This is an optimization exercise on Yosys and OpenROAD, whose aim is small area, not a production implementation. Only simulation tests tie the RTL to the original design; equivalence was not proved. Power figures rest on the tool's default switching activity, not on a simulated workload.

==> module Pin_Verify, before the edit <==
module Pin_Verify
(
input        clock_in,
input        sys_reset,
input        Button_input0,
input        Button_input1,
input        Button_input2,
input        Button_input3,
output reg   PIN_TRUE,
output reg   PIN_FALSE,
output [6:0] seg0,
output [6:0] seg1,
output [6:0] seg2,
output [6:0] seg3,
output [6:0] seg4,
output [6:0] seg5,
output [6:0] redled_out
);
reg [4:0] dc;
wire rise = (dc == 5'd16);
always @(posedge clock_in)
	if (sys_reset)       dc <= 5'd17;
	else if (dc == 5'd0) dc <= 5'd16;
	else if (dc == 5'd17) dc <= 5'd15;
	else                 dc <= dc - 5'd1;
reg [10:0] c1;
wire tick   = (c1 == 11'd2000);
wire clk_en = (c1 >= 11'd1000);
always @(posedge clock_in)
	if (sys_reset || c1 == 11'd0) c1 <= 11'd2000;
	else                          c1 <= c1 - 11'd1;
wire [3:0] bin = ~{Button_input3, Button_input2, Button_input1, Button_input0};
reg  [4:0] cnt [3:0];
reg  [3:0] db;
genvar i;
generate for (i = 0; i < 4; i = i + 1) begin : g_db
	always @(posedge clock_in)
		if (sys_reset) begin
			cnt[i] <= 5'd0;
			db[i]  <= 1'b0;
		end else begin
			db[i] <= db[i] ? (cnt[i] >= 5'd3) : (cnt[i] > 5'd28);
			if (rise) begin
				if (bin[i]) begin
					if (cnt[i] != 5'd31) cnt[i] <= cnt[i] + 5'd1;
				end else begin
					if (cnt[i] != 5'd0)  cnt[i] <= cnt[i] - 5'd1;
				end
			end
		end
end endgenerate
wire db_zero   = (db == 4'b0000);
wire db_onehot = (db == 4'b0001) | (db == 4'b0010) | (db == 4'b0100) | (db == 4'b1000);
reg  bflag;      
reg  rep;        
reg  [2:0] tmo;  
reg  tpulse;     
wire report = db_onehot & ~bflag;
wire [2:0] tmo_a = report ? 3'd0 : tmo;
wire [2:0] tmo_b = tick ? tmo_a + 3'd1 : tmo_a;
always @(posedge clock_in)
	if (sys_reset) begin
		bflag  <= 1'b0;
		rep    <= 1'b0;
		tmo    <= 3'd0;
		tpulse <= 1'b0;
	end else begin
		if (db_zero)     bflag <= 1'b0;
		else if (report) bflag <= 1'b1;
		rep    <= report;
		tpulse <= (tmo_b == 3'd5);
		tmo    <= (tmo_b == 3'd5) ? 3'd0 : tmo_b;
	end
localparam S0 = 3'd0, S1 = 3'd1, S2 = 3'd2, S3 = 3'd3, S4A = 3'd4, S4B = 3'd5;
reg [2:0] state;
reg [2:0] k;       
reg       g;       
reg       mf;      
reg [2:0] r;       
reg       seg_out;
reg       s;       
reg       pin_flag;
wire [3:0] exp_key = (k == 3'd0) ? 4'b0001 :
                     (k == 3'd1) ? 4'b0010 :
                     (k == 3'd2 || k == 3'd4) ? 4'b0100 : 4'b1000;
wire hit   = |(db & exp_key);
wire clr   = tpulse;
wire [2:0] k_e  = clr ? 3'd0 : k;
wire       g_e  = clr ? 1'b0 : g;
wire       mf_e = clr ? 1'b1 : mf;
wire collect = (state == S0) | (state == S3);
wire entry   = collect & rep;
wire last    = (k_e == 3'd5) & ((state == S0) | g_e);
wire ok      = mf_e & hit;
always @(posedge clock_in)
	if (sys_reset) begin
		state <= S0; k <= 3'd0; g <= 1'b0; mf <= 1'b1; r <= 3'd0;
		PIN_TRUE <= 1'b0; PIN_FALSE <= 1'b0;
		seg_out <= 1'b0; s <= 1'b0; pin_flag <= 1'b0;
	end else begin
		r        <= (clr & g) ? r : k_e;
		seg_out  <= (state == S1) | (state == S3);
		s        <= seg_out;
		pin_flag <= (state == S4A) | (state == S4B);
		k  <= k_e;
		g  <= g_e;
		mf <= mf_e;
		case (state)
		S1:  state <= S3;
		S2:  state <= S0;
		S4A: state <= S0;
		S4B: state <= S3;
		default: ;
		endcase
		if (entry) begin
			if (last) begin
				k  <= 3'd0;
				g  <= 1'b0;
				mf <= 1'b1;
				PIN_TRUE  <= ok;
				PIN_FALSE <= ~ok;
				if (state == S0) state <= ok ? S1 : S4A;
				else             state <= ok ? S2 : S4B;
			end else begin
				mf <= ok;
				if (k_e == 3'd5) begin k <= 3'd0; g <= 1'b1; end
				else k <= k_e + 3'd1;
			end
		end
	end
wire [6:0] led_th = {1'b0, 1'b1, (r >= 3'd1), (r >= 3'd2), (r >= 3'd3), (r >= 3'd4), (r >= 3'd5)};
assign redled_out = led_th;
reg ef;    
reg ec;    
reg cf;    
wire inc = ef & clk_en & ~cf;
always @(posedge clock_in)
	if (sys_reset) begin
		ef <= 1'b0; ec <= 1'b0; cf <= 1'b0;
	end else begin
		if (ef) cf <= clk_en;
		if (pin_flag) begin
			ef <= 1'b1; ec <= 1'b0;
		end else if (inc) begin
			if (ec) ef <= 1'b0;
			ec <= 1'b1;
		end
	end
localparam seg_C = 7'b0100111, seg_L = 7'b1000111, seg_O = 7'b1000000,
           seg_S = 7'b0010010, seg_E = 7'b0000110, seg_D = 7'b0100001,
           seg_P = 7'b0001100, seg_N = 7'b0101011, seg_R = 7'b0101111,
           seg_CL = 7'b1111111;
assign seg5 = ef ? seg_E  : s ? seg_O  : seg_C;
assign seg4 = ef ? seg_R  : s ? seg_P  : seg_L;
assign seg3 = ef ? seg_R  : s ? seg_E  : seg_O;
assign seg2 = ef ? seg_O  : s ? seg_N  : seg_S;
assign seg1 = ef ? seg_R  : s ? seg_CL : seg_E;
assign seg0 = ef ? seg_CL : s ? seg_CL : seg_D;
endmodule
Settings: LEC_CHECK=0, CAP_MARGIN=20, CORE_MARGIN=2, CORE_UTILIZATION=40, SLEW_MARGIN=20; clock period 10.0 ns.
run.sh (not shown) runs the stock make flow with config.mk's settings and CLKGATE_MAP_FILE= SYNTH_SCRIPT=/design/flow/synth_recipe.tcl, a recipe that flattens the netlist after the stock synthesis.
The starting point ran to the end with no violations.
Change:
--- a/flow/design.v
+++ b/flow/design.v
@@ -15,40 +15,47 @@
 output [6:0] seg4,
 output [6:0] seg5,
 output [6:0] redled_out
 );
 reg [4:0] dc;
-wire rise = (dc == 5'd16);
+reg       rise;
+wire dc_term = ~dc[1] & ~dc[3] & ~dc[4];
+always @(posedge clock_in) begin
+	if (sys_reset | dc_term) dc <= 5'h1c;
+	else                     dc <= {dc[3:0], dc[4] ^ dc[2]};
+	rise <= ~sys_reset & dc_term;
+end
+reg        h;
+reg  [9:0] c1;
+wire c1_term = (c1 == 10'h29b);
+wire tick    = &c1[8:0];
+wire clk_en  = h;
 always @(posedge clock_in)
-	if (sys_reset)       dc <= 5'd17;
-	else if (dc == 5'd0) dc <= 5'd16;
-	else if (dc == 5'd17) dc <= 5'd15;
-	else                 dc <= dc - 5'd1;
-reg [10:0] c1;
-wire tick   = (c1 == 11'd2000);
-wire clk_en = (c1 >= 11'd1000);
-always @(posedge clock_in)
-	if (sys_reset || c1 == 11'd0) c1 <= 11'd2000;
-	else                          c1 <= c1 - 11'd1;
+	if (sys_reset | (c1_term & ~h)) begin h <= 1'b1; c1 <= 10'h3ff; end
+	else if (c1_term)               begin h <= 1'b0; c1 <= 10'h3fe; end
+	else                            c1 <= {c1[8:0], c1[9] ^ c1[6]};
 wire [3:0] bin = ~{Button_input3, Button_input2, Button_input1, Button_input0};
 reg  [4:0] cnt [3:0];
 reg  [3:0] db;
 genvar i;
 generate for (i = 0; i < 4; i = i + 1) begin : g_db
+	wire [4:0] x = cnt[i] ~^ {5{bin[i]}};
+	wire a1 = x[0];
+	wire a2 = a1 & x[1];
+	wire a3 = a2 & x[2];
+	wire a4 = a3 & x[3];
+	wire e  = rise & ~(a4 & x[4]);
+	wire [4:0] t = {e & a4, e & a3, e & a2, e & a1, e};
+	wire [4:0] c = cnt[i];
 	always @(posedge clock_in)
 		if (sys_reset) begin
 			cnt[i] <= 5'd0;
 			db[i]  <= 1'b0;
 		end else begin
-			db[i] <= db[i] ? (cnt[i] >= 5'd3) : (cnt[i] > 5'd28);
-			if (rise) begin
-				if (bin[i]) begin
-					if (cnt[i] != 5'd31) cnt[i] <= cnt[i] + 5'd1;
-				end else begin
-					if (cnt[i] != 5'd0)  cnt[i] <= cnt[i] - 5'd1;
-				end
-			end
+			db[i]  <= db[i] ? (c[4] | c[3] | c[2] | (c[1] & c[0]))
+			                : (c[4] & c[3] & c[2] & (c[1] | c[0]));
+			cnt[i] <= c ^ t;
 		end
 end endgenerate
 wire db_zero   = (db == 4'b0000);
 wire db_onehot = (db == 4'b0001) | (db == 4'b0010) | (db == 4'b0100) | (db == 4'b1000);
 reg  bflag;      
=> Combinational power falls by well over a third. Wire length falls by about a fifth. Hold slack stays flat. First-iteration DRC count rises by well over a third. Area after synthesis falls by roughly a tenth. Worst setup slack gains 34 ps. Power falls by a quarter to a third. Die area falls by roughly a tenth. Critical path depth falls by 5. Maximum frequency rises slightly. Final area falls by roughly a tenth. Register-to-register slack gains 170 ps.

-- port drivers added, routing unchanged --
The flow's constraints put no driver on any port. The routed layouts listed below were extracted and timed again, unchanged, in two steps.
Step 1 assumes that a clkbuf_16 drives the clock port and a buf_2 every other input.
Step 2 times the ports against the registers' clock, not the clock port: input delays grow and output delays shrink by t, the midpoint of the rising clock arrivals with the driver on.
a / b / c = no drivers / after step 1 / after step 2; a / b = the first two.
run | t (ns) | setup slack, ns | clock arrival spread, ns
the first run | 0.355 | 6.159 / 6.164 / 5.809 | 0.007 / 0.006
the second run | 0.358 | 6.193 / 6.164 / 6.109 | 0.009 / 0.009
After both steps every run listed still meets setup and hold. The setup slack of the first run, which loses most, moves by +0.005 ns with the drivers and by -0.350 ns with both steps.
